This design comes from an exercise in tuning for small area and a short achievable clock period on the open sky130 flow, not from production work.
Where RTL was checked, it was by simulation tests only, not by an equivalence proof against the original.
Function not checked in runs 1 to 4: the RTL went through the layout flow alone.
Power figures rest on the tool's default switching activity, not on a simulated workload.

==> design.v <==
module mips_pipeline( clk, rst, imem_addr, imem_rdata, dmem_addr, dmem_wdata, dmem_we, dmem_re, dmem_rdata, wb_we, wb_wn, wb_wd );
	input clk, rst;
	output [31:0] imem_addr;
	input  [31:0] imem_rdata;
	output [31:0] dmem_addr, dmem_wdata;
	output dmem_we, dmem_re;
	input  [31:0] dmem_rdata;
	output wb_we;
	output [4:0] wb_wn;
	output [31:0] wb_wd;
	reg [31:0] pc;
	reg [31:0] id_pc;
	reg [31:0] id_ir;
	reg [31:0] ex_a, ex_b, ex_x;
	reg [4:0]  ex_wn;
	reg        ex_we, ex_mrd, ex_mwr, ex_br, ex_jr, ex_div;
	reg        ex_sub, ex_sum, ex_and, ex_or, ex_slt, ex_sll, ex_hi, ex_lo, ex_tgt;
	reg [31:0] mem_out, mem_sd;
	reg [4:0]  mem_wn;
	reg        mem_we, mem_mrd, mem_mwr, mem_redir;
	reg [31:0] wb_d;	 
	reg [31:0] wb_rd;	 
	reg [4:0]  wb_n;
	reg        wb_e;
	reg [31:0] rf [1:31];
	reg [31:0] dv_r, dv_q, dv_d;
	reg [4:0]  dv_cnt;
	reg        dv_busy;
	reg [31:0] hi, lo;
	reg        dv_pend, hilo_z;	 
	assign imem_addr  = pc;
	assign dmem_addr  = mem_out;
	assign dmem_wdata = mem_sd;
	assign dmem_we    = mem_mwr;
	assign dmem_re    = mem_mrd;
	assign wb_we      = wb_e;
	assign wb_wn      = wb_n;
	assign wb_wd      = wb_d;
	wire [5:0]  op  = id_ir[31:26];
	wire [4:0]  rs  = id_ir[25:21];
	wire [4:0]  rt  = id_ir[20:16];
	wire [4:0]  rd  = id_ir[15:11];
	wire [5:0]  fn  = id_ir[5:0];
	wire [15:0] imm = id_ir[15:0];
	wire is_r    = ( op == 6'd0 );
	wire is_lw   = ( op == 6'd35 );
	wire is_sw   = ( op == 6'd43 );
	wire is_beq  = ( op == 6'd4 );
	wire is_j    = ( op == 6'd2 );
	wire is_andi = ( op == 6'd12 );
	wire f_add  = ( fn == 6'd32 ) | ( fn == 6'd8 );
	wire f_sub  = ( fn == 6'd34 );
	wire f_or   = ( fn == 6'd37 );
	wire f_slt  = ( fn == 6'd42 );
	wire f_sll  = ( fn == 6'd0 );
	wire f_hi   = ( fn == 6'd16 );
	wire f_lo   = ( fn == 6'd18 );
	wire f_and  = ~( f_add | f_sub | f_or | f_slt | f_sll | f_hi | f_lo );
	wire [4:0] id_wn = is_r ? rd : rt;
	wire id_we = ( is_r | is_lw | is_andi ) & ( id_wn != 5'd0 );
	wire [31:0] rs_v = ( rs == 5'd0 ) ? 32'd0 : rf[rs];
	wire [31:0] rt_v = ( rt == 5'd0 ) ? 32'd0 : rf[rt];
	wire use_imm = is_lw | is_sw | is_andi;
	wire [31:0] ext_imm = { {16{imm[15] & ~is_andi}}, imm };
	wire [31:0] id_tgt = id_pc + { {14{imm[15]}}, imm, 2'b00 } + 32'd16;
	wire [31:0] sum = ex_a + ( ex_b ^ {32{ex_sub}} ) + { 31'd0, ex_sub };
	wire [31:0] shl = ex_b << ex_x[4:0];
	wire        eq  = ( ex_a == ex_b );
	wire [31:0] ex_out = ( {32{ex_sum}} & sum )
	                   | ( {32{ex_and}} & ( ex_a & ex_b ) )
	                   | ( {32{ex_or}}  & ( ex_a | ex_b ) )
	                   | ( {32{ex_slt}} & { 31'd0, sum[31] } )
	                   | ( {32{ex_sll}} & shl )
	                   | ( {32{ex_hi}}  & hi_v )
	                   | ( {32{ex_lo}}  & lo_v )
	                   | ( {32{ex_tgt}} & ex_x );
	wire [32:0] dv_t  = { dv_r, dv_q[31] } - { 1'b0, dv_d };
	wire        dv_ge = ~dv_t[32];
	wire [31:0] dv_rn = dv_ge ? dv_t[31:0] : { dv_r[30:0], dv_q[31] };
	wire [31:0] dv_qn = { dv_q[30:0], dv_ge };
	wire        dv_b0 = ( ex_b[31:1] == 31'd0 );
	wire        dv_ge1 = dv_b0 & ( ~ex_b[0] | ex_a[31] );	 
	wire        dv_r1  = ex_a[31] & ~( dv_b0 & ex_b[0] );	 
	wire        dv_end = dv_busy & ( dv_cnt == 5'd30 );
	wire [31:0] hi_v = hilo_z ? 32'd0 : hi;
	wire [31:0] lo_v = hilo_z ? 32'd0 : lo;
	wire [31:0] pc4   = pc + 32'd4;
	wire [31:0] jaddr = { 2'b00, pc4[31:28], id_ir[23:0], 2'b00 };
	wire [31:0] pc_nx = is_j ? jaddr : ( mem_redir ? mem_out : pc4 );
	wire pc_hold = is_j ? ( ( pc[31:28] == { 4{&pc[27:2]} } ) & ( id_ir[23:0] == 24'd0 ) )
	                    : ( mem_redir ? ( mem_out == 32'd0 ) : ( pc == 32'hfffffffc ) );
	always @( posedge clk ) begin
		if ( rst )
			pc <= 32'd0;
		else if ( ~pc_hold )
			pc <= pc_nx;
	end
	always @( posedge clk ) begin
		id_pc <= pc;
		id_ir[25:0] <= imem_rdata[25:0];
		if ( rst )
			id_ir[31:26] <= 6'h3f;	 
		else
			id_ir[31:26] <= imem_rdata[31:26];
	end
	always @( posedge clk ) begin
		ex_a  <= rs_v;
		ex_b  <= use_imm ? ext_imm : rt_v;
		ex_x  <= is_sw ? rt_v : ( is_beq ? id_tgt : { 27'd0, id_ir[10:6] } );
		ex_wn <= id_wn;
		ex_sub <= is_r & ( f_sub | f_slt );
		ex_sum <= is_lw | is_sw | ( is_r & ( f_add | f_sub ) );
		ex_and <= is_andi | ( is_r & f_and );
		ex_or  <= is_r & f_or;
		ex_slt <= is_r & f_slt;
		ex_sll <= is_r & f_sll;
		ex_hi  <= is_r & f_hi;
		ex_lo  <= is_r & f_lo;
		ex_tgt <= is_beq;
		if ( rst ) begin
			ex_we  <= 1'b0;
			ex_mrd <= 1'b0;
			ex_mwr <= 1'b0;
			ex_br  <= 1'b0;
			ex_jr  <= 1'b0;
			ex_div <= 1'b0;
		end
		else begin
			ex_we  <= id_we;
			ex_mrd <= is_lw;
			ex_mwr <= is_sw;
			ex_br  <= is_beq;
			ex_jr  <= is_r & ( fn == 6'd8 );
			ex_div <= is_r & ( fn == 6'd27 );
		end
	end
	always @( posedge clk ) begin
		mem_out <= ex_out;
		mem_sd  <= ex_x;
		mem_wn  <= ex_wn;
		if ( rst ) begin
			mem_we    <= 1'b0;
			mem_mrd   <= 1'b0;
			mem_mwr   <= 1'b0;
			mem_redir <= 1'b0;
		end
		else begin
			mem_we    <= ex_we;
			mem_mrd   <= ex_mrd;
			mem_mwr   <= ex_mwr;
			mem_redir <= ( ex_br & eq ) | ex_jr;
		end
	end
	always @( posedge clk ) begin
		wb_d <= mem_mrd ? dmem_rdata : mem_out;
		if ( mem_we )
			wb_rd <= mem_mrd ? dmem_rdata : mem_out;
		wb_n <= mem_wn;
		if ( rst )
			wb_e <= 1'b0;
		else
			wb_e <= mem_we;
	end
	always @( posedge clk ) begin
		if ( wb_e )
			rf[wb_n] <= wb_rd;
	end
	always @( posedge clk ) begin
		if ( rst ) begin
			dv_busy <= 1'b0;
			dv_pend <= 1'b0;
		end
		else begin
			dv_busy <= ex_div | ( dv_busy & ~dv_end );
			dv_pend <= ~ex_div & dv_end;
		end
		dv_r   <= ex_div ? { 31'd0, dv_r1 } : dv_rn;
		dv_q   <= ex_div ? { ex_a[30:0], dv_ge1 } : dv_qn;
		dv_cnt <= ex_div ? 5'd0 : dv_cnt + 5'd1;
		if ( ex_div )
			dv_d <= ex_b;
	end
	wire hilo_ld = dv_pend & ~ex_div;
	always @( posedge clk ) begin
		if ( rst )
			hilo_z <= 1'b1;
		else if ( hilo_ld )
			hilo_z <= 1'b0;
		if ( hilo_ld ) begin
			hi <= dv_r;
			lo <= dv_q;
		end
	end
endmodule
==> flow/run.sh <==
#!/bin/bash
# Standard ORFS layout (the standard.sh) with a setup margin for timing repair.
bash standard.sh SETUP_SLACK_MARGIN=10.5 finish > standard.log 2>&1
==> standard.sh <==
#!/bin/bash
# synth_recipe.tcl (not shown) runs the flow's synth.tcl, then flattens the netlist and writes it again
# the make line also repeats each setting of config.mk as NAME=value (left out here)
make -C /OpenROAD-flow-scripts/flow DESIGN_CONFIG=/design/flow/config.mk WORK_HOME=/design/flow/orfs CLKGATE_MAP_FILE= SYNTH_SCRIPT=/design/flow/synth_recipe.tcl "${@:-finish}"
==> config.mk <==
export PLATFORM = sky130hd
export DESIGN_NAME = mips_pipeline
export DESIGN_NICKNAME = mips_pipeline
export VERILOG_FILES = /design/flow/design.v
export SDC_FILE = /design/flow/constraint.sdc
export NUM_CORES = 4
export LEC_CHECK = 0
export CAP_MARGIN = 20
export CORE_MARGIN = 2
export CORE_UTILIZATION = 65
export CTS_BUF_LIST = sky130_fd_sc_hd__clkbuf_16
export CTS_CLUSTER_DIAMETER = 100
export CTS_CLUSTER_SIZE = 30
export SLEW_MARGIN = 20
==> constraint.sdc <==
create_clock -name core_clock -period 14.5 [get_ports {clk}]
set_input_delay 2.9000 -clock core_clock [delete_from_list [all_inputs] [get_ports {clk}]]
set_output_delay 2.9000 -clock core_clock [all_outputs]
set_load 0.01 [all_outputs]
==> impl_metrics.toml, run 1 <==
[run_status]
status = "finished clean"

[cts]
clk_pin_slew_ps = 120
clkLatencyLatePin_ps = 770
root_buffer = "clkbuf_16"
cts_made_buffers = 57
cts_sinks = 1515
h-tree-depth = 2
clockBufferDepth = 3
hold_buffers = 0
cts_tree = "done"

[timing]
skew_ps = 45.80
holdWs_ps = 331.7
hold_violations = 0
fin_crit_sh_pct = 29.65
tightestPinTransition_ps = 1318
fmax_mhz = 232.6
final_max_slew_viol_count = 0
finalSetupTns_ps = 0
rsz0062_at_grt = "yes"
setup_viol = 0
slew_headroom_pct = 11.29
period_needed_ps = 4300

[synth]
syn_area_per_cell_sq_um = 13.66
yosys.area.top_type = "edfxtp_1"
synthCells = 5217
synth_area_leaders = "edfxtp_1 47%, dfxtp_1 11%, mux4_2 9.9%"
synth_cell_types = 75
yosysWarnings = 1
synth_top_flop_cell = "edfxtp_1"
synth.top_cell.area_share_pct = 47.18
ys_ff_latch = 1515
async_flop_share_pct = 0
synth_area_sq_um = 71280
synth.net_count = 5479
synth-seq-area-share_pct = 58.27
synth-edff-count = 1120

[worst_hold_path]
hold_class = "register to register"
hp-start = "mem_wn[3]$_DFF_P_"

[worst_setup_path]
end_kind = "output port"
rr_endpoint = "ex_b[28]$_DFF_P_"
worstPathMaxFanout = 2
path_cells = "clkbuf_2"
crit_path_start_kind = "register"
crit_path_max_incr_delay_ps = 470
endpoint = "dmem_addr[26]"
arrival_ps = 1400
critical_path_buf_inv_count = 1
cp.depth = 1
worstSetupPathType = "register to output port"
critPathRequiredTime_ps = 11600
crit_family = "flip-flops"
crit_start = "mem_out[26]$_DFF_P_"
r2r-start = "id_ir[18]$_DFF_P_"
r2r_slack_ps = 10400
rr_worst_depth = 10
crit_slowest_cell = "dfxtp_4"

[route]
via_count = 50050
drcViolationCount = 0
drt_iter0_markers = 7838
postRouteAntennaNets = 0
routed_wirelength_um = 242300
dr.pass1.iters = 6
avgRoutedWirePerCell_um = 35.67
via_per_inst = 7.371

[die]
die_x_um = 335.2
die-height_um = 335.2
io_pins = 202
fp.coreArea_sq_um = 108900
start_util_pct = 65.49
rows = 121
dieArea_sq_um = 112300

[power_and_ir_drop]
p_leak_nw = 27.79
pwr-share-comb_pct = 17.9
p_seq_share_pct = 57.7
switching_share_pct = 28.02
p_int_mw = 6.178
power_switching_mw = 2.405
p_per_area_nw_per_um2 = 110.4
clkPwrFrac_pct = 24.4
ir_drop_mv = 0.1052

[cells_and_area]
fillerInstances = 7326
finalInstanceArea_sq_um = 77750
fin_cells = 6791
layout_commonest_cell = "edfxtp_1"
area_growth_pct = 9.073
nets = 5583
drive_gt1_share_pct = 19.65
final_cell_mix = "1,120 x edfxtp_1, 420 x mux2i_1, 388 x a21oi_1, 314 x mux4_2, 273 x dfxtp_1"

[grt]
grt_first_pass_wirelength_um = 338300
grt_pass1_vias = 47280
antenna_found_initial = 16
grt_max_degree = 118
overflow = 0
grt_usage_pct = 42.59

[placement]
place_inst = 6592
hpwl_um = 145300
io_buffers = 201
dpl-instance-area_sq_um = 74830
place.gp.congestion = 1.036

[flow_run]
drv_cap = 0
-- synthesized netlist by cell type (13+ instances only) --
| cell type | number |
|---|---|
| xor2_1 | 78 |
| o21bai_1 | 17 |
| clkbuf_1 | 228 |
| edfxtp_1 | 1120 |
| o21a_1 | 15 |
| nand4_1 | 23 |
| o2111ai_1 | 20 |
| inv_1 | 134 |
| nand2_1 | 215 |
| ha_1 | 193 |
| a22oi_1 | 37 |
| nor2_1 | 265 |
| a21o_1 | 42 |
| nor2b_1 | 20 |
| dfxtp_1 | 395 |
| o22ai_1 | 141 |
| mux2i_1 | 420 |
| nor3_1 | 55 |
| nand3_1 | 41 |
| xnor2_1 | 57 |
| nand2b_1 | 15 |
| nand3b_1 | 13 |
| or2_2 | 20 |
| mux2_2 | 135 |
| nor3b_1 | 33 |
| a21oi_1 | 391 |
| buf_2 | 48 |
| buf_1 | 61 |
| o21ai_0 | 289 |
| nor4_1 | 35 |
| a211oi_1 | 55 |
| and3_1 | 13 |
| o211ai_1 | 24 |
| o221ai_1 | 120 |
| mux4_2 | 314 |
-- state kept, by name (all words and copies together), names as in the netlist, 5 cells and up --
name	flops
dv_d	32
wb_rd	32
mem_sd	32
pc	32
ex_wn	5
rf	992
dv_q	32
ex_a	32
hi	32
wb_n	5
ex_b	32
mem_out	32
mem_wn	5
lo	32
dv_r	32
id_pc	32
id_ir	32
dv_cnt	5
wb_d	32
ex_x	32
-- area by class of cell --
class / instances / area [sq um] / area share [%]
antenna: 9 / 22.52 / 0.02897
tap: 1414 / 1769 / 2.275
clock inverter: 49 / 270.3 / 0.3476
inverter: 139 / 521.8 / 0.6711
timing repair buffer: 384 / 3581 / 4.606
sequential: 1515 / 41900 / 53.89
multi-input combinational: 3224 / 28260 / 36.35
clock buffer: 57 / 1426 / 1.835
-- kinds of logic after synthesis --
logic type      synth area share (%)
buf+inv                        2.654
simple gates                   5.269
xor+xnor                       1.659
flops                          58.27
fa+ha+maj                      3.472
compound gates                 10.70
mux                            17.97
-- power by group through the flow --
stage               clock [mW]  sequential [mW]  combinational [mW]
floorplan                    0             4.95                1.13
global placement             0             5.06                1.44
detailed placement           0             5.06                1.46
CTS                       2.09             4.95                1.49
global route              2.23             4.97                1.65
finish                    2.09             4.96                1.53
-- worst min path at each step --
| stage | end | slack [ps] | cells past startpoint |
|---|---|---|---|
| floorplan | mem_wn[0]$_DFF_P_ | 310 | 0 |
| global placement | wb_n[3]$_DFF_P_ | 310 | 0 |
| detailed placement | mem_wn[1]$_DFF_P_ | 310 | 0 |
| CTS | wb_n[4]$_DFF_P_ | 330 | 0 |
| global route | wb_n[4]$_DFF_P_ | 340 | 0 |
| finish | wb_n[3]$_DFF_P_ | 330 | 0 |
-- repair_timing --
| action | CTS | global route |
|---|---|---|
| pin swaps | 2 | 2 |
| setup buffers | 78 | 2 |
| resized for setup | 856 | 51 |
| endpoints found under the hold margin | 0 | 0 |
| cloned | 3 | 1 |
| endpoints found under the setup margin | 290 | 208 |
-- stage by stage --
step | worst slack, ps | util (%) | power [mW]
floorplan | 10900 | - | 6.074
CTS | 10060 | 71.23 | 8.527
global placement | 9664 | 68.74 | 6.504
finish | 10200 | 71.43 | 8.583
global route | 10210 | 71.41 | 8.849
detailed placement | 9670 | 68.74 | 6.525
-- per-layer routing --
layer | GRT usage (%) | vias up | routed length (um)
li1 | - | 20590 | -
met1 | 56.23 | 24810 | 84880
met2 | 62.66 | 3755 | 105700
met3 | 11.30 | 881 | 32110
met4 | 28.11 | 16 | 19450
met5 | 0 | - | 120
==> run 2, diff against run 1 <==
==> flow/run.sh (replaced) <==
#!/bin/bash
# Standard ORFS layout (the standard.sh), with small plain buffers on the
# ports and a setup margin for timing repair.
export BUFFER_PORTS_ARGS="-buffer_cell sky130_fd_sc_hd__buf_2"
bash standard.sh SETUP_SLACK_MARGIN=10.5 finish > standard.log 2>&1
--- a/config.mk
+++ b/config.mk
@@ -12,3 +12,3 @@
 export CTS_CLUSTER_DIAMETER = 100
-export CTS_CLUSTER_SIZE = 30
+export CTS_CLUSTER_SIZE = 24
 export SLEW_MARGIN = 20
==> run 2 against run 1 <==
Highest routed layer unchanged. Sequential share of layout area is 0.074 points lower. Still clean. Via count is 0.14% lower. Core utilization is 0.099 points higher.
==> impl_metrics.toml, run 2 <==
[worst_setup_path]
crit_slowest_cell = "dfxtp_4"
path_cells = "buf_6"
crit_path_max_incr_delay_ps = 480
worstPathMaxFanout = 2
crit_path_start_kind = "register"
critical_path_buf_inv_count = 1
rr_worst_depth = 8
cp.depth = 1
crit_family = "flip-flops"
critPathRequiredTime_ps = 11600
end_kind = "output port"
arrival_ps = 1320
worstSetupPathType = "register to output port"

[cells_and_area]
seq_area_sq_um = 41900
final_cell_mix = "1,120 x edfxtp_1, 420 x mux2i_1, 389 x a21oi_1, 314 x mux4_2, 273 x dfxtp_1"
fillerInstances = 7269
top_register = "rf"
nets = 5590
fin_cells = 6808
layout_commonest_cell = "edfxtp_1"
largest_register_ffs = 992
drive_gt1_share_pct = 20.79
finish.utilization_pct = 71.53
multi_input_area_sq_um = 28240
area_growth_pct = 9.224

[placement]
io_buffers = 201
place_inst = 6586
place.gp.congestion = 1.002
hpwl_um = 143700

[synth]
ys_ff_latch = 1515
synth_top_flop_cell = "edfxtp_1"
syn_area_per_cell_sq_um = 13.66
ys_top_cells_by_count = "1,120 x edfxtp_1, 420 x mux2i_1, 395 x dfxtp_1"
synth_area_leaders = "edfxtp_1 47%, dfxtp_1 11%, mux4_2 9.9%"
synth-edff-count = 1120
synth.top_cell.area_share_pct = 47.18
yosysMostFrequentCell = "edfxtp_1"
async_flop_share_pct = 0
synth-seq-area-share_pct = 58.27
synthCells = 5217
synth_area_sq_um = 71280
yosys.area.top_type = "edfxtp_1"
synth_cell_types = 75
synth.net_count = 5479
yosysWarnings = 1

[grt]
overflow = 0
grt_pass1_vias = 47150
grt_first_pass_wirelength_um = 334800
grt_max_degree = 116
antenna_found_initial = 17
grt_usage_pct = 42.19

[die]
die-height_um = 335.2
fp.coreArea_sq_um = 108900
rows = 121
start_util_pct = 65.49
io_pins = 202
dieArea_sq_um = 112300
die_x_um = 335.2

[worst_hold_path]
min_path_cells = 0
hold_class = "register to register"

[cts]
cts_tree = "done"
clk_pin_slew_ps = 100
h-tree-depth = 3
hold_buffers = 0
clockBufferDepth = 3
cts_sinks = 1515
clkLatencyLatePin_ps = 710
cts_made_buffers = 73
root_buffer = "clkbuf_16"

[timing]
fin_crit_sh_pct = 29.07
holdWs_ps = 329.7
slew_headroom_pct = 19.85
period_needed_ps = 4216
finalSetupTns_ps = 0
fmax_mhz = 237.2
rsz0062_at_grt = "yes"
setup_viol = 0
hold_violations = 0
final_max_slew_viol_count = 0
skew_ps = 27.67
tightestPinTransition_ps = 1183

[route]
via_count = 49980
dr.pass1.iters = 6
drt_iter0_markers = 8259
avgRoutedWirePerCell_um = 35.15
postRouteAntennaNets = 0
routed_wirelength_um = 239300
drcViolationCount = 0
via_per_inst = 7.342

[flow_run]
drv_cap = 0

[power_and_ir_drop]
total_power_mw = 8.838
ir_drop_mv = 0.1244
p_leak_nw = 28.03
p_per_area_nw_per_um2 = 113.5

[run_status]
status = "finished clean"
## run 2: cell counts after synthesis
Identical to the previous run, type by type.
## run 2: path summary, 6_finish.rpt
kind / slack, ps / start / endpoint
hold / removal: 330 / mem_wn[3]$_DFF_P_ / wb_n[3]$_DFF_P_
setup / recovery: 10280 / mem_out[23]$_DFF_P_ / dmem_addr[23]
hold reg to reg: 330 / mem_wn[3]$_DFF_P_ / wb_n[3]$_DFF_P_
setup reg to reg: 10410 / id_ir[17]$_DFF_P_ / ex_x[31]$_DFF_P_
## run 2: logic make-up (layout without fill, tap and decap cells)
group / after synthesis / in the layout / share of synthesized area (%)
compound gates: 1229 / 1229 / 10.70
xor+xnor: 135 / 135 / 1.659
fa+ha+maj: 196 / 196 / 3.472
buf+inv: 480 / 649 / 2.654
flops: 1515 / 1515 / 58.27
mux: 870 / 870 / 17.97
other cells: 0 / 7 / 0
simple gates: 792 / 793 / 5.269
## run 2: cell type report
class	instances	area share (%)
Inverter	139	0.6701
Tap cell	1414	2.272
Sequential cell	1515	53.81
Antenna cell	7	0.02250
Clock inverter	58	0.3696
Clock buffer	76	2.443
Multi-Input combinational cell	3223	36.27
Timing Repair Buffer	376	4.144
## run 2: timing repair
action / in CTS / in global routing
gates cloned: 3 / 0
endpoints found under the setup margin: 268 / 201
buffers inserted: 76 / 2
resized for setup: 295 / 58
pin swaps: 1 / 0
## run 2: report_power, final
| group | switching, mW | total, mW | internal, mW |
|---|---|---|---|
| logic | 0.867 | 1.52 | 0.657 |
| registers | 0.206 | 4.96 | 4.76 |
| clock network | 1.38 | 2.35 | 0.971 |
| total | 2.46 | 8.84 | 6.38 |
## run 2: metal layers
metal	wire (um)	vias to the layer above	track usage, %
met2	104500	3695	61.75
li1	-	20610	-
met4	19150	14	28.19
met3	30930	800	11.01
met1	84620	24860	55.98
met5	92	-	0
## run 2: through the flow
step / setup WS, ps / cell area (sq um)
after CTS: 10260 / 77620
after global routing: 10270 / 77840
after global placement: 9755 / 73800
after detailed placement: 9678 / 73820
after floorplan: 10900 / 71290
final: 10280 / 77860
==> run 3, diff against run 2 <==
--- a/design.v
+++ b/design.v
@@ -60,4 +60,20 @@
 	wire id_we = ( is_r | is_lw | is_andi ) & ( id_wn != 5'd0 );
-	wire [31:0] rs_v = ( rs == 5'd0 ) ? 32'd0 : rf[rs];
-	wire [31:0] rt_v = ( rt == 5'd0 ) ? 32'd0 : rf[rt];
+	reg [31:0] rs_v, rt_v;
+	reg [31:0] rs_g, rt_g;
+	integer g, k;
+	always @* begin
+		rs_v = 32'd0;
+		rt_v = 32'd0;
+		for ( g = 0; g < 4; g = g + 1 ) begin
+			rs_g = 32'd0;
+			rt_g = 32'd0;
+			for ( k = 0; k < 8; k = k + 1 )
+				if ( g * 8 + k != 0 ) begin
+					rs_g = rs_g | ( {32{rs[2:0] == k}} & rf[g * 8 + k] );
+					rt_g = rt_g | ( {32{rt[2:0] == k}} & rf[g * 8 + k] );
+				end
+			rs_v = rs_v | ( {32{rs[4:3] == g}} & rs_g );
+			rt_v = rt_v | ( {32{rt[4:3] == g}} & rt_g );
+		end
+	end
 	wire use_imm = is_lw | is_sw | is_andi;
==> flow/run.sh (replaced) <==
#!/bin/bash
# Standard ORFS layout (the standard.sh) with a setup margin for timing repair.
bash standard.sh SETUP_SLACK_MARGIN=10.5 finish > standard.log 2>&1
--- a/config.mk
+++ b/config.mk
@@ -12,3 +12,3 @@
 export CTS_CLUSTER_DIAMETER = 100
-export CTS_CLUSTER_SIZE = 24
+export CTS_CLUSTER_SIZE = 30
 export SLEW_MARGIN = 20
==> run 3 against run 2 <==
Still clean. Worst setup slack worse by 57 ps. Total power down 2.4%. Synthesized cell count up 2.8%. Die area down 5.0%. Routed wire length up 11%. Synthesized area down 5.1%. Critical path depth up 1. Clock skew up 22 ps. Final cell count up 1.5%.
==> impl_metrics.toml, run 3 <==
[placement]
place.gp.congestion = 1.073
io_buffers = 201
place_inst = 6697
hpwl_um = 159900

[grt]
overflow = 0
grt_first_pass_wirelength_um = 366300
grt_usage_pct = 48.58
antenna_found_initial = 15
grt_max_degree = 85
grt_pass1_vias = 49920

[timing]
tightestPinTransition_ps = 1241
final_max_slew_viol_count = 0
fin_crit_sh_pct = 29.47
period_needed_ps = 4273
hold_violations = 0
setup_viol = 0
finalSetupTns_ps = 0
slew_headroom_pct = 17.24
rsz0062_at_grt = "yes"
fmax_mhz = 234.0
skew_ps = 49.36

[cells_and_area]
fin_cells = 6912
top_register = "rf"
drive_gt1_share_pct = 14.62
nets = 5737
area_growth_pct = 10.05
final_cell_mix = "1,120 x edfxtp_1, 530 x a22oi_1, 330 x nand2_1, 275 x dfxtp_1, 248 x a21oi_1"
finish.utilization_pct = 72.07
largest_register_ffs = 992
layout_commonest_cell = "edfxtp_1"

[cts]
cts_sinks = 1515
root_buffer = "clkbuf_16"
clk_pin_slew_ps = 120
hold_buffers = 0
h-tree-depth = 2
cts_made_buffers = 57
clkLatencyLatePin_ps = 780
clockBufferDepth = 3
cts_tree = "done"

[worst_setup_path]
worstSetupPathType = "register to output port"
r2r_slack_ps = 10330
crit_path_start_kind = "register"
crit_start = "mem_out[2]$_DFF_P_"
arrival_ps = 1370
critPathRequiredTime_ps = 11600
crit_path_max_incr_delay_ps = 360
worstPathMaxFanout = 2
crit_slowest_cell = "dfxtp_2"
path_cells = "buf_8, buf_6"
r2r-start = "id_ir[21]$_DFF_P_"
end_kind = "output port"

[synth]
synth_area_leaders = "edfxtp_1 50%, dfxtp_1 12%, a22oi_1 5.9%"
ys_ff_latch = 1515
synth_top_flop_cell = "edfxtp_1"
yosysWarnings = 1
synth_area_sq_um = 67680
yosys.area.top_type = "edfxtp_1"
synth_cell_types = 79
synth.net_count = 5627
async_flop_share_pct = 0
yosysMostFrequentCell = "edfxtp_1"
ys_top_cells_by_count = "1,120 x edfxtp_1, 530 x a22oi_1, 395 x dfxtp_1"
synth-edff-count = 1120
synth-seq-area-share_pct = 61.38
synth.top_cell.area_share_pct = 49.69
syn_area_per_cell_sq_um = 12.61
synthCells = 5365

[die]
io_pins = 202
die_x_um = 326.7
die-height_um = 326.7
rows = 118
dieArea_sq_um = 106700
start_util_pct = 65.49
fp.coreArea_sq_um = 103300

[power_and_ir_drop]
p_leak_nw = 25.85
ir_drop_mv = 0.1421
p_per_area_nw_per_um2 = 115.8

[route]
postRouteAntennaNets = 0
drt_iter0_markers = 10240
routed_wirelength_um = 266600
via_per_inst = 7.791
drcViolationCount = 0
avgRoutedWirePerCell_um = 38.58
via_count = 53850
dr.pass1.iters = 9

[flow_run]
drv_cap = 0

[worst_hold_path]
hold_class = "register to register"
hp-start = "mem_wn[2]$_DFF_P_"

[run_status]
status = "finished clean"
[run 3: cell count changes after synthesis, sizes merged, moves of 140 or more]
cell / previous run / this run
mux2i: 421 / 96
mux4: 314 / 47
a22oi: 37 / 530
a221oi: 7 / 187
a21oi: 392 / 252
a22o: 3 / 143
[run 3: through the flow]
step / total power [mW] / setup WS (ps) / cell area, sq um / hold WS, ps
global placement: 6.495 / 9304 / 71350 / 315.4
floorplan: 5.997 / 10820 / 67680 / 309.6
CTS: 8.520 / 10230 / 74130 / 340.8
detailed placement: 6.521 / 9229 / 71350 / 313.2
finish: 8.623 / 10230 / 74480 / 339.1
global route: 8.851 / 10230 / 74450 / 346.8
[run 3: repair_timing]
| item | in CTS | in global routing |
|---|---|---|
| resized for setup | 852 | 51 |
| pin swaps | 6 | 6 |
| buffers inserted | 77 | 9 |
| endpoints found under the hold margin | 0 | 0 |
| setup endpoints to repair | 256 | 237 |
| cloned | 10 | 3 |
[run 3: report_power, final]
part,internal (mW),switching [mW]
sequential,4.76,0.209
clock,0.754,1.34
combinational,0.619,0.939
[run 3: cell type report]
class | instances | area [sq um]
Clock inverter | 47 | 271.5
Clock buffer | 57 | 1426
Inverter | 146 | 549.3
Antenna cell | 12 | 30.03
Timing Repair Buffer | 413 | 3764
Fill cell | 7104 | 28870
Sequential cell | 1515 | 41880
Multi-Input combinational cell | 3342 | 24830
Tap cell | 1380 | 1727
[run 3: path summary, 6_finish.rpt]
kind / endpoint / cells after the start
worst max-delay path: dmem_addr[2] / 2
worst max register to register: ex_a[9]$_DFF_P_ / 9
worst min register to register: wb_n[2]$_DFF_P_ / 0
worst min-delay path: wb_n[2]$_DFF_P_ / 0
[run 3: cell families after synthesis]
family          Yosys count  share of synthesized area (%)
compound gates         1712                          18.06
xor+xnor                134                          1.756
mux                     259                          4.914
fa+ha+maj               196                          3.657
flops                  1515                          61.38
simple gates           1029                          7.334
buf+inv                 520                          2.904
[run 3: layer usage]
layer  global-route usage, %  wire length [um]
met5                       0                54
met4                   38.89             27770
met3                   15.36             41360
met2                   71.53            112900
met1                   59.34             84530
[run 3: critical path: cells and delay by family, from the launching register on]
kind | cells | cell delay [ps]
buffers and inverters | 2 | 250
flip-flops | 1 | 360
==> run 4, diff against run 3 <==
--- a/design.v
+++ b/design.v
@@ -11,3 +11,3 @@
 	reg [31:0] pc;
-	reg [31:0] id_pc;
+	reg [31:0] id_pc16;	 
 	reg [31:0] id_ir;
@@ -18,2 +18,4 @@
 	reg [31:0] mem_out, mem_sd;
+	reg [31:0] mem_addr;	 
+	reg        mem_ld;	 
 	reg [4:0]  mem_wn;
@@ -31,3 +33,3 @@
 	assign imem_addr  = pc;
-	assign dmem_addr  = mem_out;
+	assign dmem_addr  = mem_addr;
 	assign dmem_wdata = mem_sd;
@@ -80,3 +82,3 @@
 	wire [31:0] ext_imm = { {16{imm[15] & ~is_andi}}, imm };
-	wire [31:0] id_tgt = id_pc + { {14{imm[15]}}, imm, 2'b00 } + 32'd16;
+	wire [31:0] id_tgt = id_pc16 + { {14{imm[15]}}, imm, 2'b00 };
 	wire [31:0] sum = ex_a + ( ex_b ^ {32{ex_sub}} ) + { 31'd0, ex_sub };
@@ -114,3 +116,3 @@
 	always @( posedge clk ) begin
-		id_pc <= pc;
+		id_pc16 <= pc + 32'd16;
 		id_ir[25:0] <= imem_rdata[25:0];
@@ -154,2 +156,5 @@
 		mem_out <= ex_out;
+		if ( ex_mrd | ex_mwr )
+			mem_addr <= ex_out;
+		mem_ld  <= ex_mrd;
 		mem_sd  <= ex_x;
@@ -170,5 +175,5 @@
 	always @( posedge clk ) begin
-		wb_d <= mem_mrd ? dmem_rdata : mem_out;
+		wb_d <= mem_ld ? dmem_rdata : mem_out;
 		if ( mem_we )
-			wb_rd <= mem_mrd ? dmem_rdata : mem_out;
+			wb_rd <= mem_ld ? dmem_rdata : mem_out;
 		wb_n <= mem_wn;
==> flow/run.sh (replaced) <==
#!/bin/bash
# Standard ORFS layout (the standard.sh), with small plain buffers on the
# ports and a setup margin for timing repair.
export BUFFER_PORTS_ARGS="-buffer_cell sky130_fd_sc_hd__buf_2"
bash standard.sh SETUP_SLACK_MARGIN=10.5 finish > standard.log 2>&1
--- a/config.mk
+++ b/config.mk
@@ -9,6 +9,6 @@
 export CORE_MARGIN = 2
-export CORE_UTILIZATION = 65
+export CORE_UTILIZATION = 58
 export CTS_BUF_LIST = sky130_fd_sc_hd__clkbuf_16
 export CTS_CLUSTER_DIAMETER = 100
-export CTS_CLUSTER_SIZE = 30
+export CTS_CLUSTER_SIZE = 24
 export SLEW_MARGIN = 20
==> run 4 against run 3 <==
Highest routed layer unchanged. Clock power rose by 15%. Non-clock buffer count fell by 32. Critical path type unchanged. Combinational power fell by 3%. Design area rose by 1.6%.
==> impl_metrics.toml, run 4 <==
[synth]
ys_top_cells_by_count = "1,152 x edfxtp_1, 563 x a22oi_1, 396 x dfxtp_1"
synth_area_sq_um = 69230
synthCells = 5500
synth.net_count = 5735
async_flop_share_pct = 0
synth_top_flop_cell = "edfxtp_1"
synth_cell_types = 84
yosys.area.top_type = "edfxtp_1"
synth.top_cell.area_share_pct = 49.97
synth-seq-area-share_pct = 61.42
synth_area_leaders = "edfxtp_1 50%, dfxtp_1 11%, a22oi_1 6.1%"
synth-edff-count = 1152
synth-compound-area-share_pct = 18.05
yosysMostFrequentCell = "edfxtp_1"
synthXorXnorAreaFrac_pct = 1.885
synth_top_family_by_area = "compound AO/OA/AOI/OAI gates"
synth_fa_ha_area_share_pct = 3.087
syn_area_per_cell_sq_um = 12.59
synthMuxAreaShare_pct = 5.227
yosysWarnings = 1
ys_ff_latch = 1548
synth_simple_gate_area_share_pct = 7.312

[route]
routed_wirelength_um = 270600
dr.pass1.iters = 6
avgRoutedWirePerCell_um = 37.76
via_per_inst = 7.445
drt_iter0_markers = 9650
drcViolationCount = 0
via_count = 53350
postRouteAntennaNets = 0

[timing]
skew_ps = 46.92
period_needed_ps = 4320
rsz0062_at_grt = "yes"
final_max_slew_viol_count = 0
fmax_mhz = 231.5
setup_viol = 0
hold_violations = 0
finalWorstSetupSlack_ps = 10180
finalSetupTns_ps = 0
tightestPinTransition_ps = 1230
slew_headroom_pct = 17.12
fin_crit_sh_pct = 29.80

[grt]
grt_max_degree = 73
overflow = 0
grt_pass1_vias = 49360
grt_usage_pct = 43.37
antenna_found_initial = 18
grt_first_pass_wirelength_um = 373700

[cells_and_area]
nets = 5799
layout_commonest_cell = "edfxtp_1"
largest_register_ffs = 992
top_register = "rf"
area_growth_pct = 9.353
drive_gt1_share_pct = 14.83
final_cell_mix = "1,152 x edfxtp_1, 563 x a22oi_1, 312 x nand2_1, 301 x dfxtp_1, 244 x a21oi_1"

[worst_hold_path]
hold_class = "register to register"
min_path_cells = 0

[power_and_ir_drop]
p_per_area_nw_per_um2 = 118.9
pwr-share-comb_pct = 16.8
power_switching_mw = 2.524
clkPwrFrac_pct = 26.8
ir_drop_mv = 0.1415
total_power_mw = 9.004
p_int_mw = 6.479
switching_share_pct = 28.03
p_leak_nw = 26.46
p_seq_share_pct = 56.5

[worst_setup_path]
worstSetupPathType = "register to output port"
cp.depth = 1
crit_slowest_cell = "edfxtp_1"
crit_family = "flip-flops"
end_kind = "output port"
rr_worst_depth = 8
critical_path_buf_inv_count = 1
crit_path_start_kind = "register"
arrival_ps = 1420
critPathRequiredTime_ps = 11600
path_cells = "buf_2"
crit_path_max_incr_delay_ps = 540
worstPathMaxFanout = 1

[cts]
clkLatencyLatePin_ps = 730
h-tree-depth = 3
root_buffer = "clkbuf_16"
cts_sinks = 1548
cts_made_buffers = 75
cts_tree = "done"
clockBufferDepth = 3
clk_pin_slew_ps = 100

[placement]
place.gp.congestion = 0.9880
io_buffers = 201
pre_cts_slack_ps = 9353
hpwl_um = 169000

[die]
fp.coreArea_sq_um = 118200
die_x_um = 349.5
dieArea_sq_um = 122100
start_util_pct = 58.55
rows = 126
die-height_um = 349.5
io_pins = 202

[run_status]
status = "finished clean"

[flow_run]
drv_cap = 0
run 4: cell types whose count changed in the layout (fill, tap and decap cells not counted), sizes merged, moves of 27 or more:
cell | before | now
clkdlybuf4s50 | 64 | 0
a22oi | 530 | 563
buf | 348 | 381
edfxtp | 1120 | 1152
ha | 193 | 166
mux2i | 96 | 123
run 4: layout make-up:
type | instances | area (sq um)
flip-flops and latches | 1548 | 42770
fillers | 8996 | 42530
multi-input cells | 3411 | 25060
repair buffers | 381 | 3152
clock buffers | 77 | 1927
well taps | 1536 | 1922
inverters | 147 | 551.8
clock inverters | 61 | 310.3
diodes | 5 | 12.51
run 4: what timing repair did:
item / 4_1_cts / 5_1_grt
resized for setup: 239 / 58
setup endpoints to repair: 266 / 201
setup buffers: 42 / 7
hold buffers: 0 / 0
pin swaps: 4 / 2
cloned: 3 / 0
run 4: per-layer routing:
layer | up-vias | routed length (um) | track usage [%]
met1 | 26010 | 95220 | 56.10
met5 | - | 88 | 0
met3 | 1051 | 35350 | 11.10
li1 | 21800 | - | -
met2 | 4483 | 118900 | 65.57
met4 | 14 | 21060 | 27.27
run 4: path summary, 6_finish.rpt:
check	start	slack (ps)	end
max	mem_addr[26]$_DFFE_PP_	10180	dmem_addr[26]
min	mem_wn[4]$_DFF_P_	330	wb_n[4]$_DFF_P_
min reg2reg	mem_wn[4]$_DFF_P_	330	wb_n[4]$_DFF_P_
max reg2reg	id_ir[23]$_DFF_P_	10510	ex_a[14]$_DFF_P_
run 4: logic make-up after synthesis:
family / count (synthesis)
and+or+nand+nor: 1040
xor gates and xnor gates: 149
adders and majority gates: 169
buffers and inverters: 544
DFF: 1548
muxes: 299
AOI/OAI and AO/OA: 1751
run 4: per-stage QoR:
stage / cells / utilization, % / area [sq um] / hold slack [ps]
floorplan: 5500 / - / 69230 / 309.6
global placement: 6963 / 60.86 / 71960 / 309.7
detailed placement: 6963 / 60.86 / 71960 / 312.1
CTS: 7146 / 63.65 / 75260 / 330.3
global route: 7161 / 64.02 / 75690 / 344.3
finish: 7166 / 64.03 / 75710 / 331.3
run 4: power by group through the flow:
stage	Combinational [mW]	Sequential (mW)	Clock (mW)
2_1_floorplan	1.07	5.06	0
3_3_place_gp	1.42	5.19	0
3_5_place_dp	1.43	5.19	0
4_1_cts	1.46	5.08	2.42
5_1_grt	1.64	5.09	2.57
6_report	1.51	5.08	2.41
run 4: worst register-to-register path: stages, from the launching register on:
cell and delay (ps):
dfxtp_2 740, nor2b_1 460, nor2b_4 230, buf_4 510
buf_4 820, a22oi_1 250, nand4_1 200, o21ai_0 100
o21ai_0 500
==> run 5, diff against run 4 <==
--- a/design.v
+++ b/design.v
@@ -63,4 +63,3 @@
 	reg [31:0] rs_v, rt_v;
-	reg [31:0] rs_g, rt_g;
-	integer g, k;
+	integer k;
 	always @* begin
@@ -68,12 +67,5 @@
 		rt_v = 32'd0;
-		for ( g = 0; g < 4; g = g + 1 ) begin
-			rs_g = 32'd0;
-			rt_g = 32'd0;
-			for ( k = 0; k < 8; k = k + 1 )
-				if ( g * 8 + k != 0 ) begin
-					rs_g = rs_g | ( {32{rs[2:0] == k}} & rf[g * 8 + k] );
-					rt_g = rt_g | ( {32{rt[2:0] == k}} & rf[g * 8 + k] );
-				end
-			rs_v = rs_v | ( {32{rs[4:3] == g}} & rs_g );
-			rt_v = rt_v | ( {32{rt[4:3] == g}} & rt_g );
+		for ( k = 1; k < 32; k = k + 1 ) begin
+			rs_v = rs_v | ( {32{rs == k}} & rf[k] );
+			rt_v = rt_v | ( {32{rt == k}} & rf[k] );
 		end
--- a/config.mk
+++ b/config.mk
@@ -9,3 +9,3 @@
 export CORE_MARGIN = 2
-export CORE_UTILIZATION = 58
+export CORE_UTILIZATION = 50
 export CTS_BUF_LIST = sky130_fd_sc_hd__clkbuf_16
==> run 5 against run 4 <==
Non-clock buffer count rose by 5. Design area fell by 2.4%. Synthesized cell count decreased by 6.6%. Worst setup slack got worse by 12 ps. Global-route usage rose by 0.16 points. Synthesized area is 3.5% lower. Sequential share of layout area up 1.3 points. Sequential cell count is the same. Clock power rose by 2%. Register-to-register slack better by 20 ps. Via count grew 0.80%. Highest routed layer unchanged.
==> impl_metrics.toml, run 5 <==
[placement]
io_buffers = 201
pre_cts_slack_ps = 10380
hpwl_um = 181000
dpl-instance-area_sq_um = 70530
place.gp.congestion = 0.9998

[synth]
ys_top_cells_by_count = "1,152 x edfxtp_1, 656 x a22oi_1, 396 x dfxtp_1"
synthCells = 5135
synth-edff-count = 1152
yosys.area.top_type = "edfxtp_1"
synthXorXnorAreaFrac_pct = 2.008
synthMuxAreaShare_pct = 3.166
synth.top_cell.area_share_pct = 51.80
synth_simple_gate_area_share_pct = 8.163
synth.net_count = 5363
yosysMostFrequentCell = "edfxtp_1"
synth_area_sq_um = 66780
synth_top_flop_cell = "edfxtp_1"
synth_area_leaders = "edfxtp_1 52%, dfxtp_1 12%, a22oi_1 7.4%"
ys_ff_latch = 1548
syn_area_per_cell_sq_um = 13.01
yosysWarnings = 1
synth_fa_ha_area_share_pct = 3.069
synth_top_family_by_area = "compound AO/OA/AOI/OAI gates"
synth-compound-area-share_pct = 17.31
synth_cell_types = 86
async_flop_share_pct = 0
synth-seq-area-share_pct = 63.67

[cells_and_area]
nets = 5512
area_growth_pct = 10.61
top_register = "rf"
drive_gt1_share_pct = 14.85
largest_register_ffs = 992
final_cell_mix = "1,152 x edfxtp_1, 656 x a22oi_1, 320 x dfxtp_1, 224 x nand2_1, 189 x nand3_1"
fillerInstances = 10990
finalInstanceArea_sq_um = 73870
layout_commonest_cell = "edfxtp_1"

[die]
die_x_um = 369.5
io_pins = 202
start_util_pct = 50.23
rows = 134
die-height_um = 369.5
dieArea_sq_um = 136500
fp.coreArea_sq_um = 133000

[grt]
grt_pass1_vias = 49610
overflow = 0
grt_max_degree = 85
grt_usage_pct = 43.53
antenna_found_initial = 29
grt_first_pass_wirelength_um = 408000

[timing]
holdWs_ps = 332.1
tightestPinTransition_ps = 1312
final_max_slew_viol_count = 0
setup_viol = 0
fin_crit_sh_pct = 29.88
skew_ps = 57.49
finalSetupTns_ps = 0
finalWorstSetupSlack_ps = 10170
hold_violations = 0
period_needed_ps = 4332
rsz0062_at_grt = "yes"
fmax_mhz = 230.8
slew_headroom_pct = 12.36

[worst_setup_path]
rr_worst_depth = 6
crit_path_max_incr_delay_ps = 500
r2r-start = "id_ir[22]$_DFF_P_"
r2r_slack_ps = 10530
critPathRequiredTime_ps = 11600
crit_family = "flip-flops"
arrival_ps = 1430
end_kind = "output port"
critical_path_buf_inv_count = 1
path_cells = "buf_2"
crit_path_start_kind = "register"
crit_slowest_cell = "edfxtp_1"
worstSetupPathType = "register to output port"
worstPathMaxFanout = 1
rr_endpoint = "ex_a[10]$_DFF_P_"

[worst_hold_path]
hold_class = "register to register"
hp-start = "mem_wn[3]$_DFF_P_"
min_path_cells = 0
hold_end = "wb_n[3]$_DFF_P_"

[power_and_ir_drop]
total_power_mw = 8.963
p_leak_nw = 25.69
p_per_area_nw_per_um2 = 121.3
ir_drop_mv = 0.1853

[cts]
cts_sinks = 1548
cts_tree = "done"
h-tree-depth = 3
cts_made_buffers = 76
clkLatencyLatePin_ps = 760
root_buffer = "clkbuf_16"
hold_buffers = 0
clk_pin_slew_ps = 100
clockBufferDepth = 3

[route]
drcViolationCount = 0
drt_iter0_markers = 11830
via_count = 53780
dr.pass1.iters = 13
via_per_inst = 7.574
avgRoutedWirePerCell_um = 42.94
routed_wirelength_um = 304900
postRouteAntennaNets = 0

[run_status]
status = "finished clean"

[flow_run]
drv_cap = 0
run 5: worst max path at each step:
stage | startpoint | end | slack (ps) | cells after the start
final | mem_addr[0]$_DFFE_PP_ | dmem_addr[0] | 10170 | 1
after global routing | mem_addr[0]$_DFFE_PP_ | dmem_addr[0] | 10140 | 1
after CTS | mem_addr[0]$_DFFE_PP_ | dmem_addr[0] | 10130 | 1
after detailed placement | rst | ex_jr$_SDFF_PP0_ | 10380 | 3
after global placement | rst | ex_div$_SDFF_PP0_ | 10370 | 3
after floorplan | ex_sub$_DFF_P_ | mem_addr[0]$_DFFE_PP_ | 10810 | 15
run 5: stage by stage:
step / std cells / util (%)
final: 7100 / 55.56
after global routing: 7089 / 55.54
after CTS: 7076 / 55.31
after detailed placement: 6925 / 53.05
after global placement: 6924 / 53.03
after floorplan: 5135 / -
run 5: logic make-up (layout without fill, tap and decap cells):
group	count (synthesis)	in the layout
other	0	12
buffers and inverters	446	631
xor gates and xnor gates	151	151
adders and majority gates	162	162
muxes	181	181
and+or+nand+nor	1093	1093
DFF	1548	1548
AOI/OAI and AO/OA	1554	1554
run 5: cell type report:
cell class / instances / area, sq um / area share (%)
Antenna cell: 12 / 30.03 / 0.04065
Clock buffer: 77 / 1927 / 2.608
Clock inverter: 37 / 272.8 / 0.3692
Inverter: 131 / 491.7 / 0.6657
Multi-Input combinational cell: 3141 / 23260 / 31.48
Sequential cell: 1548 / 42720 / 57.83
Tap cell: 1768 / 2212 / 2.995
Timing Repair Buffer: 386 / 2959 / 4.006
run 5: where the power goes:
| group | internal (mW) | switching, mW | total (mW) |
|---|---|---|---|
| clock | 0.990 | 1.47 | 2.46 |
| sequential | 4.87 | 0.210 | 5.08 |
| combinational | 0.574 | 0.841 | 1.41 |
run 5: per-layer routing:
metal | vias up | GRT usage (%) | wire, um
li1 | 20710 | - | -
met1 | 26040 | 53.62 | 102000
met2 | 5435 | 63.87 | 128800
met3 | 1565 | 17.38 | 48000
met4 | 30 | 26.87 | 25640
met5 | - | 1.389 | 409
run 5: repair_timing:
item,in CTS,in global routing
buffers inserted,37,2
endpoints found under the setup margin,138,158
pin swaps,0,2
resized for setup,169,30
==> run 6, diff against run 5 <==
--- a/design.v
+++ b/design.v
@@ -11,3 +11,3 @@
 	reg [31:0] pc;
-	reg [31:0] id_pc16;	 
+	reg [31:0] id_pc;
 	reg [31:0] id_ir;
@@ -74,3 +74,3 @@
 	wire [31:0] ext_imm = { {16{imm[15] & ~is_andi}}, imm };
-	wire [31:0] id_tgt = id_pc16 + { {14{imm[15]}}, imm, 2'b00 };
+	wire [31:0] id_tgt = id_pc + { {14{imm[15]}}, imm, 2'b00 } + 32'd16;
 	wire [31:0] sum = ex_a + ( ex_b ^ {32{ex_sub}} ) + { 31'd0, ex_sub };
@@ -108,3 +108,3 @@
 	always @( posedge clk ) begin
-		id_pc16 <= pc + 32'd16;
+		id_pc <= pc;
 		id_ir[25:0] <= imem_rdata[25:0];
@@ -148,4 +148,3 @@
 		mem_out <= ex_out;
-		if ( ex_mrd | ex_mwr )
-			mem_addr <= ex_out;
+		mem_addr <= ex_out & {32{ex_mrd | ex_mwr}};
 		mem_ld  <= ex_mrd;
--- a/config.mk
+++ b/config.mk
@@ -9,3 +9,3 @@
 export CORE_MARGIN = 2
-export CORE_UTILIZATION = 50
+export CORE_UTILIZATION = 56
 export CTS_BUF_LIST = sky130_fd_sc_hd__clkbuf_16
==> run 6 against run 5 <==
Still clean. Maximum frequency grew 4.9%. Clock skew down 15 ps. Combinational power about the same. Clock power decreased by 3%. Sequential share of layout area down 0.64 points. Count of clock-buffer cells in the layout did not move. Critical path type unchanged. Critical endpoint is now imem_addr[18].
==> impl_metrics.toml, run 6 <==
[cells_and_area]
drive_gt1_share_pct = 15.15
layout_commonest_cell = "edfxtp_1"
multi_input_area_sq_um = 23920
finish.utilization_pct = 62.11
fillerInstances = 9374
nets = 5683
seq_area_sq_um = 42450
final_cell_mix = "1,120 x edfxtp_1, 771 x a22oi_1, 344 x nand2_1, 316 x dfxtp_1, 186 x ha_1"
largest_register_ffs = 992
top_register = "rf"
area_growth_pct = 10.38

[timing]
final_max_slew_viol_count = 0
slew_headroom_pct = 10.12
hold_violations = 0
tightestPinTransition_ps = 1345
fin_crit_sh_pct = 28.49
fmax_mhz = 242.0
setup_viol = 0
finalWorstSetupSlack_ps = 10370
period_needed_ps = 4132
rsz0062_at_grt = "yes"
finalSetupTns_ps = 0
holdWs_ps = 301.5
skew_ps = 42.73

[die]
dieArea_sq_um = 122900
die_x_um = 350.5
io_pins = 202
start_util_pct = 56.27
rows = 127
fp.coreArea_sq_um = 119500
die-height_um = 350.5

[worst_setup_path]
crit_slowest_cell = "dfxtp_4"
end_kind = "output port"
arrival_ps = 1230
crit_start = "pc[18]$_SDFFE_PP0N_"
path_cells = "buf_6"
critical_path_buf_inv_count = 1
worstSetupPathType = "register to output port"
crit_family = "flip-flops"
worstPathMaxFanout = 3
crit_path_max_incr_delay_ps = 420
crit_path_start_kind = "register"
critPathRequiredTime_ps = 11600
r2r-start = "id_ir[22]$_DFF_P_"

[power_and_ir_drop]
ir_drop_mv = 0.1104
p_per_area_nw_per_um2 = 119.5
total_power_mw = 8.867
p_leak_nw = 26.22

[route]
drt_iter0_markers = 11870
via_count = 54370
postRouteAntennaNets = 0
routed_wirelength_um = 302500
dr.pass1.iters = 13
drcViolationCount = 0
via_per_inst = 7.671
avgRoutedWirePerCell_um = 42.68

[synth]
synth-seq-area-share_pct = 62.77
synth-edff-count = 1120
ys_top_cells_by_count = "1,120 x edfxtp_1, 771 x a22oi_1, 428 x dfxtp_1"
yosysWarnings = 1
synth.top_cell.area_share_pct = 50.02
async_flop_share_pct = 0
synth_area_sq_um = 67230
synth.net_count = 5534
synth_top_flop_cell = "edfxtp_1"
yosys.area.top_type = "edfxtp_1"
synthCells = 5279
ys_ff_latch = 1548
syn_area_per_cell_sq_um = 12.74
yosysMostFrequentCell = "edfxtp_1"
synth_area_leaders = "edfxtp_1 50%, dfxtp_1 13%, a22oi_1 8.6%"
synth_cell_types = 91

[cts]
clockBufferDepth = 3
clk_pin_slew_ps = 110
cts_made_buffers = 75
h-tree-depth = 3
root_buffer = "clkbuf_16"
cts_tree = "done"
clkLatencyLatePin_ps = 720
hold_buffers = 0
cts_sinks = 1548

[grt]
overflow = 0
grt_pass1_vias = 50070
grt_max_degree = 90
grt_usage_pct = 48.25
grt_first_pass_wirelength_um = 405600
antenna_found_initial = 25

[flow_run]
drv_cap = 0

[placement]
place.gp.congestion = 0.9940
hpwl_um = 181500
pre_cts_slack_ps = 10370
io_buffers = 201

[run_status]
status = "finished clean"

[worst_hold_path]
hold_class = "register to register"
hp-start = "ex_wn[2]$_DFF_P_"
[run 6: per-stage QoR]
step,std cells,area (sq um)
floorplan,5279,67240
global placement,6919,70770
detailed placement,6921,70820
CTS,7072,73940
global route,7079,74190
finish,7088,74220
[run 6: worst reg2reg max path, cell delays in order, from the launching register on]
cell and delay (ps):
dfxtp_1 690, nand2b_1 610, nor2_4 1210, buf_4 580, a22o_1 260, a221oi_1 60, nand4_1 150, or3_1 420
[run 6: kinds of logic after synthesis]
group	after synthesis	synth area share, %
simple gates	1236	9.169
mux	157	3.005
buf+inv	465	2.758
compound gates	1564	17.19
flops	1548	62.77
xor+xnor	120	1.563
fa+ha+maj	189	3.551
[run 6: cell type report]
| type | instances | share of cell area (%) |
|---|---|---|
| diodes | 12 | 0.04046 |
| clock buffers | 77 | 2.596 |
| flip-flops and latches | 1548 | 57.19 |
| clock inverters | 36 | 0.2293 |
| repair buffers | 387 | 4.237 |
| multi-input cells | 3266 | 32.23 |
| well taps | 1612 | 2.718 |
| inverters | 150 | 0.7586 |
[run 6: layer usage]
metal | wire length, um | GRT usage [%]
met3 | 47540 | 19.03
met1 | 99360 | 58.26
met5 | 231 | 0
met4 | 29200 | 35.82
met2 | 126200 | 69.90
[run 6: report_power, final]
part / total, mW / internal [mW] / switching, mW
sequential: 5.07 / 4.86 / 0.207
combinational: 1.40 / 0.567 / 0.835
clock: 2.39 / 0.972 / 1.42
[run 6: timing repair]
| item | 4_1_cts | 5_1_grt |
|---|---|---|
| gates cloned | 0 | 0 |
| setup buffers | 38 | 0 |
| setup endpoints to repair | 136 | 143 |
| resized for setup | 213 | 41 |
[run 6: final timing paths]
check | endpoint | slack [ps] | depth (start not counted)
worst max-delay path | imem_addr[18] | 10370 | 1
worst min-delay path | mem_wn[2]$_DFF_P_ | 300 | 0
worst max register to register | ex_a[5]$_DFF_P_ | 10380 | 7
worst min register to register | mem_wn[2]$_DFF_P_ | 300 | 0
==> run 7, diff against run 6 <==
--- a/config.mk
+++ b/config.mk
@@ -9,3 +9,3 @@
 export CORE_MARGIN = 2
-export CORE_UTILIZATION = 56
+export CORE_UTILIZATION = 50
 export CTS_BUF_LIST = sky130_fd_sc_hd__clkbuf_16
==> run 7 against run 6 <==
Still clean on timing, DRC and antenna. Combinational power about the same. Worst setup slack improved by 1.6 ps. Register-to-register slack improved by 30 ps. Count of clock-buffer cells in the layout increased by 2. Worst hold slack improved by 33 ps. Global-route usage decreased by 5.1 points. First-iteration DRC count decreased by 1.5%. Non-clock buffer count decreased by 2. Clock power increased by 3%. Critical path type unchanged.
==> impl_metrics.toml, run 7 <==
[worst_setup_path]
crit_path_start_kind = "register"
end_kind = "output port"
critPathRequiredTime_ps = 11600
crit_family = "flip-flops"
crit_slowest_cell = "dfxtp_4"
worstSetupPathType = "register to output port"
worstPathMaxFanout = 1
arrival_ps = 1230
critical_path_buf_inv_count = 1
crit_path_max_incr_delay_ps = 400
path_cells = "buf_6"

[cells_and_area]
nets = 5681
area_growth_pct = 10.85
finalInstanceArea_sq_um = 74530
layout_commonest_cell = "edfxtp_1"
drive_gt1_share_pct = 15.18
final_cell_mix = "1,120 x edfxtp_1, 771 x a22oi_1, 344 x nand2_1, 315 x dfxtp_1, 186 x ha_1"
largest_register_ffs = 992
fin_cells = 7245
top_register = "rf"

[timing]
finalSetupTns_ps = 0
rsz0062_at_grt = "yes"
final_max_slew_viol_count = 0
tightestPinTransition_ps = 1270
slew_headroom_pct = 15.34
skew_ps = 39.57
fin_crit_sh_pct = 28.48
period_needed_ps = 4130
setup_viol = 0
fmax_mhz = 242.1
hold_violations = 0

[synth]
synth_top_flop_cell = "edfxtp_1"
synthCells = 5279
async_flop_share_pct = 0
syn_area_per_cell_sq_um = 12.74
yosysWarnings = 1
synth-seq-area-share_pct = 62.77
ys_top_cells_by_count = "1,120 x edfxtp_1, 771 x a22oi_1, 428 x dfxtp_1"
synth-edff-count = 1120
yosysMostFrequentCell = "edfxtp_1"
yosys.area.top_type = "edfxtp_1"
synth.net_count = 5534
synth_cell_types = 91
ys_ff_latch = 1548
synth.top_cell.area_share_pct = 50.02
synth_area_sq_um = 67230
synth_area_leaders = "edfxtp_1 50%, dfxtp_1 13%, a22oi_1 8.6%"

[route]
drt_iter0_markers = 11690
drcViolationCount = 0
dr.pass1.iters = 9
via_count = 54370
via_per_inst = 7.505
routed_wirelength_um = 304500
avgRoutedWirePerCell_um = 42.03
postRouteAntennaNets = 0

[placement]
io_buffers = 201
dpl-instance-area_sq_um = 70900
place.gp.congestion = 0.9861
hpwl_um = 179800
place_inst = 7066

[cts]
cts_tree = "done"
h-tree-depth = 3
cts_sinks = 1548
clockBufferDepth = 3
clk_pin_slew_ps = 100
cts_made_buffers = 75
root_buffer = "clkbuf_16"
clkLatencyLatePin_ps = 750

[die]
rows = 134
fp.coreArea_sq_um = 133500
dieArea_sq_um = 137400
die_x_um = 370.7
die-height_um = 370.7
io_pins = 202
start_util_pct = 50.38

[power_and_ir_drop]
p_leak_nw = 26.24
total_power_mw = 8.943
ir_drop_mv = 0.1225
p_per_area_nw_per_um2 = 120.0

[grt]
grt_pass1_vias = 49960
antenna_found_initial = 25
grt_usage_pct = 43.15
grt_max_degree = 82
overflow = 0
grt_first_pass_wirelength_um = 406700

[run_status]
status = "finished clean"

[flow_run]
drv_cap = 0

[worst_hold_path]
hold_class = "register to register"
[run 7: path summary, 6_finish.rpt]
path | end | cells past startpoint | start | slack (ps)
worst max-delay path | wb_wd[6] | 1 | wb_d[6]$_DFF_P_ | 10370
worst min-delay path | wb_n[3]$_DFF_P_ | 0 | mem_wn[3]$_DFF_P_ | 330
worst min register to register | wb_n[3]$_DFF_P_ | 0 | mem_wn[3]$_DFF_P_ | 330
worst max register to register | ex_a[16]$_DFF_P_ | 7 | id_ir[22]$_DFF_P_ | 10410
[run 7: kinds of logic after synthesis]
| family | count (synthesis) | share of synthesized area (%) |
|---|---|---|
| fa+ha+maj | 189 | 3.551 |
| simple gates | 1236 | 9.169 |
| compound gates | 1564 | 17.19 |
| buf+inv | 465 | 2.758 |
| flops | 1548 | 62.77 |
| mux | 157 | 3.005 |
| xor+xnor | 120 | 1.563 |
[run 7: layout make-up]
class                   instances  area (sq um)
diodes                         16         40.04
clock buffers                  79          1977
clock inverters                33         220.2
fillers                     11070         58930
inverters                     150         563.0
multi-input cells            3266         23920
flip-flops and latches       1548         42460
well taps                    1768          2212
repair buffers                385          3144
[run 7: power breakdown]
part	total, mW	internal (mW)	switching [mW]
Sequential	5.09	4.86	0.221
Combinational	1.40	0.565	0.832
Clock	2.46	1.02	1.45
[run 7: per-stage QoR]
| step | worst slack [ps] | util, % | hold slack, ps |
|---|---|---|---|
| finish | 10370 | 55.85 | 334.4 |
| global route | 10330 | 55.82 | 342.8 |
| CTS | 10340 | 55.54 | 333.5 |
| detailed placement | 10320 | 53.13 | 313.2 |
| global placement | 10370 | 53.12 | 311.1 |
| floorplan | 10760 | - | 309.6 |
[run 7: per-layer routing]
metal	GRT usage, %	wire [um]	part of all wire [%]	up-vias
li1	-	-	-	21150
met3	17.03	48030	16	1520
met1	53.11	102700	34	26300
met5	0.3147	304	0.10	-
met2	63.27	128400	42	5372
met4	27.44	25030	8.2	24
[run 7: timing repair]
item / 4_1_cts / 5_1_grt
hold buffers: 0 / 0
setup endpoints to repair: 136 / 173
setup buffers: 38 / 2
resized for setup: 219 / 44
==> run 8, diff against run 7 <==
--- a/flow/run.sh
+++ b/flow/run.sh
@@ -4,2 +4,2 @@
 export BUFFER_PORTS_ARGS="-buffer_cell sky130_fd_sc_hd__buf_2"
-bash standard.sh SETUP_SLACK_MARGIN=10.5 finish > standard.log 2>&1
+bash standard.sh SETUP_SLACK_MARGIN=10.4 finish > standard.log 2>&1
==> run 8 against run 7 <==
Clock skew up 3.3 ps. Die area unchanged. Core utilization about the same. Clock power about the same. Sequential cell count unchanged. Highest routed layer unchanged.
==> impl_metrics.toml, run 8 <==
[run_status]
status = "finished clean"

[synth]
syn_area_per_cell_sq_um = 12.74
synth_cell_types = 91
synth_area_leaders = "edfxtp_1 50%, dfxtp_1 13%, a22oi_1 8.6%"
async_flop_share_pct = 0
yosys.area.top_type = "edfxtp_1"
synth_top_flop_cell = "edfxtp_1"
synth.net_count = 5534
synth-edff-count = 1120
ys_top_cells_by_count = "1,120 x edfxtp_1, 771 x a22oi_1, 428 x dfxtp_1"
synth.top_cell.area_share_pct = 50.02
synth-seq-area-share_pct = 62.77
yosysMostFrequentCell = "edfxtp_1"
ys_ff_latch = 1548
synthCells = 5279
synth_area_sq_um = 67230
yosysWarnings = 1

[worst_hold_path]
hp-start = "mem_wn[3]$_DFF_P_"
hold_end = "wb_n[3]$_DFF_P_"
min_path_cells = 0
hold_class = "register to register"

[route]
drcViolationCount = 0
via_count = 54430
via_per_inst = 7.516
drt_iter0_markers = 11560
dr.pass1.iters = 11
postRouteAntennaNets = 0
avgRoutedWirePerCell_um = 42.08
routed_wirelength_um = 304800

[timing]
final_max_slew_viol_count = 0
period_needed_ps = 4126
hold_violations = 0
finalSetupTns_ps = 0
skew_ps = 42.87
fmax_mhz = 242.4
fin_crit_sh_pct = 28.46
finalWorstSetupSlack_ps = 10370
rsz0062_at_grt = "yes"
holdWs_ps = 335.2
setup_viol = 0
tightestPinTransition_ps = 1313
slew_headroom_pct = 12.47

[worst_setup_path]
end_kind = "output port"
crit_family = "flip-flops"
crit_slowest_cell = "dfxtp_2"
crit_path_start_kind = "register"
rr_worst_depth = 7
worstSetupPathType = "register to output port"
path_cells = "buf_6"
crit_path_max_incr_delay_ps = 390
critPathRequiredTime_ps = 11600
r2r-start = "id_ir[22]$_DFF_P_"
worstPathMaxFanout = 1
r2r_slack_ps = 10390
critical_path_buf_inv_count = 1
arrival_ps = 1230
rr_endpoint = "ex_a[16]$_DFF_P_"

[cts]
h-tree-depth = 3
cts_made_buffers = 75
root_buffer = "clkbuf_16"
clkLatencyLatePin_ps = 750
hold_buffers = 0
clk_pin_slew_ps = 110
cts_tree = "done"
cts_sinks = 1548
clockBufferDepth = 3

[power_and_ir_drop]
p_int_mw = 6.446
p_leak_nw = 26.24
p_seq_share_pct = 56.8
power_switching_mw = 2.501
pwr-share-comb_pct = 15.6
total_power_mw = 8.947
switching_share_pct = 27.95
ir_drop_mv = 0.1234
p_per_area_nw_per_um2 = 120.1
clkPwrFrac_pct = 27.6

[cells_and_area]
fillerInstances = 11080
largest_register_ffs = 992
top_register = "rf"
finalInstanceArea_sq_um = 74500
drive_gt1_share_pct = 15.16
layout_commonest_cell = "edfxtp_1"
nets = 5681
area_growth_pct = 10.81
final_cell_mix = "1,120 x edfxtp_1, 771 x a22oi_1, 344 x nand2_1, 316 x dfxtp_1, 186 x ha_1"

[placement]
pre_cts_slack_ps = 10320
place.gp.congestion = 0.9861
io_buffers = 201
hpwl_um = 179800
dpl-instance-area_sq_um = 70900

[die]
die_x_um = 370.7
rows = 134
io_pins = 202
dieArea_sq_um = 137400
die-height_um = 370.7
start_util_pct = 50.38
fp.coreArea_sq_um = 133500

[grt]
grt_usage_pct = 43.14
grt_max_degree = 82
grt_first_pass_wirelength_um = 406700
antenna_found_initial = 25
grt_pass1_vias = 49930
overflow = 0

[flow_run]
drv_cap = 0
-- run 8: cell counts after synthesis --
Identical to the previous run, type by type.
-- run 8: how the worst max path moves through the flow --
stage                                  from                to  depth (start not counted)
after floorplan                         rst  ex_jr$_SDFF_PP0_                          3
after global placement                  rst  ex_jr$_SDFF_PP0_                          4
after detailed placement                rst  ex_jr$_SDFF_PP0_                          4
after CTS                   wb_d[6]$_DFF_P_          wb_wd[6]                          1
after global routing       wb_d[25]$_DFF_P_         wb_wd[25]                          1
final                     mem_sd[3]$_DFF_P_     dmem_wdata[3]                          1
-- run 8: repair_timing --
item,in CTS,in global routing
pin swaps,0,0
setup endpoints to repair,92,119
gates cloned,0,0
resized for setup,199,58
buffers inserted,38,2
-- run 8: stage by stage --
step	cells	utilization [%]
2_1_floorplan	5279	-
3_3_place_gp	7066	53.12
3_5_place_dp	7066	53.13
4_1_cts	7216	55.47
5_1_grt	7229	55.80
6_report	7242	55.82
-- run 8: area by class of cell --
cell class	instances	area, sq um	area share, %
multi-input cells	3266	23920	32.10
clock inverters	33	220.2	0.2956
repair buffers	385	3126	4.195
flip-flops and latches	1548	42450	56.98
diodes	13	32.53	0.04367
inverters	150	563.0	0.7557
well taps	1768	2212	2.969
clock buffers	79	1977	2.654
-- run 8: metal layers --
layer  vias up  GRT usage [%]  wire, um
li1      21150              -         -
met1     26310          53.11    102600
met2      5462          63.34    128800
met3      1493          17.05     48500
met4        20          27.27     24750
met5         -         0.3147       164
-- run 8: cell families after synthesis --
logic type	synth area share, %
AOI/OAI and AO/OA	17.19
DFF	62.77
and+or+nand+nor	9.169
buffers and inverters	2.758
adders and majority gates	3.551
muxes	3.005
xor gates and xnor gates	1.563
-- run 8: worst register-to-register path: stages (launching register included) --
cell and delay [ps]:
dfxtp_1 780, nand2_1 640, nor2_4 960, buf_4 650, a22o_1 240, a221oi_1 50
nand3_1 110, or4_1 490
-- run 8: power groups by stage --
stage	clock network [mW]	registers (mW)	logic (mW)
2_1_floorplan	0	5.06	0.976
3_3_place_gp	0	5.18	1.32
3_5_place_dp	0	5.19	1.33
4_1_cts	2.45	5.08	1.35
5_1_grt	2.60	5.09	1.50
6_report	2.47	5.09	1.40

-- afterwards: timing with drivers on the ports --
The flow's constraints put no driver on any port. The routed layouts listed below were extracted and timed again, unchanged, in two steps.
Step 1 assumes that a clkbuf_16 drives the clock port and a buf_2 every other input.
Step 2 times the ports against the registers' clock, not the clock port: input delays grow and output delays shrink by t, the midpoint of the rising clock arrivals with the driver on.
Three values: ideal ports, drivers, drivers and shift; two values: the first two.
run | t (ns) | setup slack, ns | hold slack, ns | clock arrival spread, ns
run 1 | 0.833 | 10.200 / 10.116 / 10.224 | 0.332 / 0.332 / 0.332 | 0.046 / 0.046
run 2 | 0.768 | 10.284 / 10.209 / 10.294 | 0.330 / 0.330 / 0.330 | 0.032 / 0.032
run 3 | 0.832 | 10.227 / 10.156 / 10.241 | 0.339 / 0.339 / 0.339 | 0.054 / 0.055
run 4 | 0.772 | 10.179 / 10.108 / 10.485 | 0.331 / 0.331 / 0.331 | 0.055 / 0.054
run 5 | 0.806 | 10.168 / 10.091 / 10.335 | 0.332 / 0.332 / 0.332 | 0.066 / 0.066
run 6 | 0.779 | 10.368 / 10.292 / 10.294 | 0.301 / 0.301 / 0.301 | 0.044 / 0.044
run 7 | 0.809 | 10.370 / 10.292 / 10.256 | 0.334 / 0.334 / 0.334 | 0.043 / 0.043
run 8 | 0.803 | 10.374 / 10.297 / 10.280 | 0.335 / 0.335 / 0.335 | 0.049 / 0.049
After both steps setup and hold are still met in every run listed. The setup slack of run 7, which loses most, moves by -0.078 ns with the drivers and by -0.114 ns with both steps.
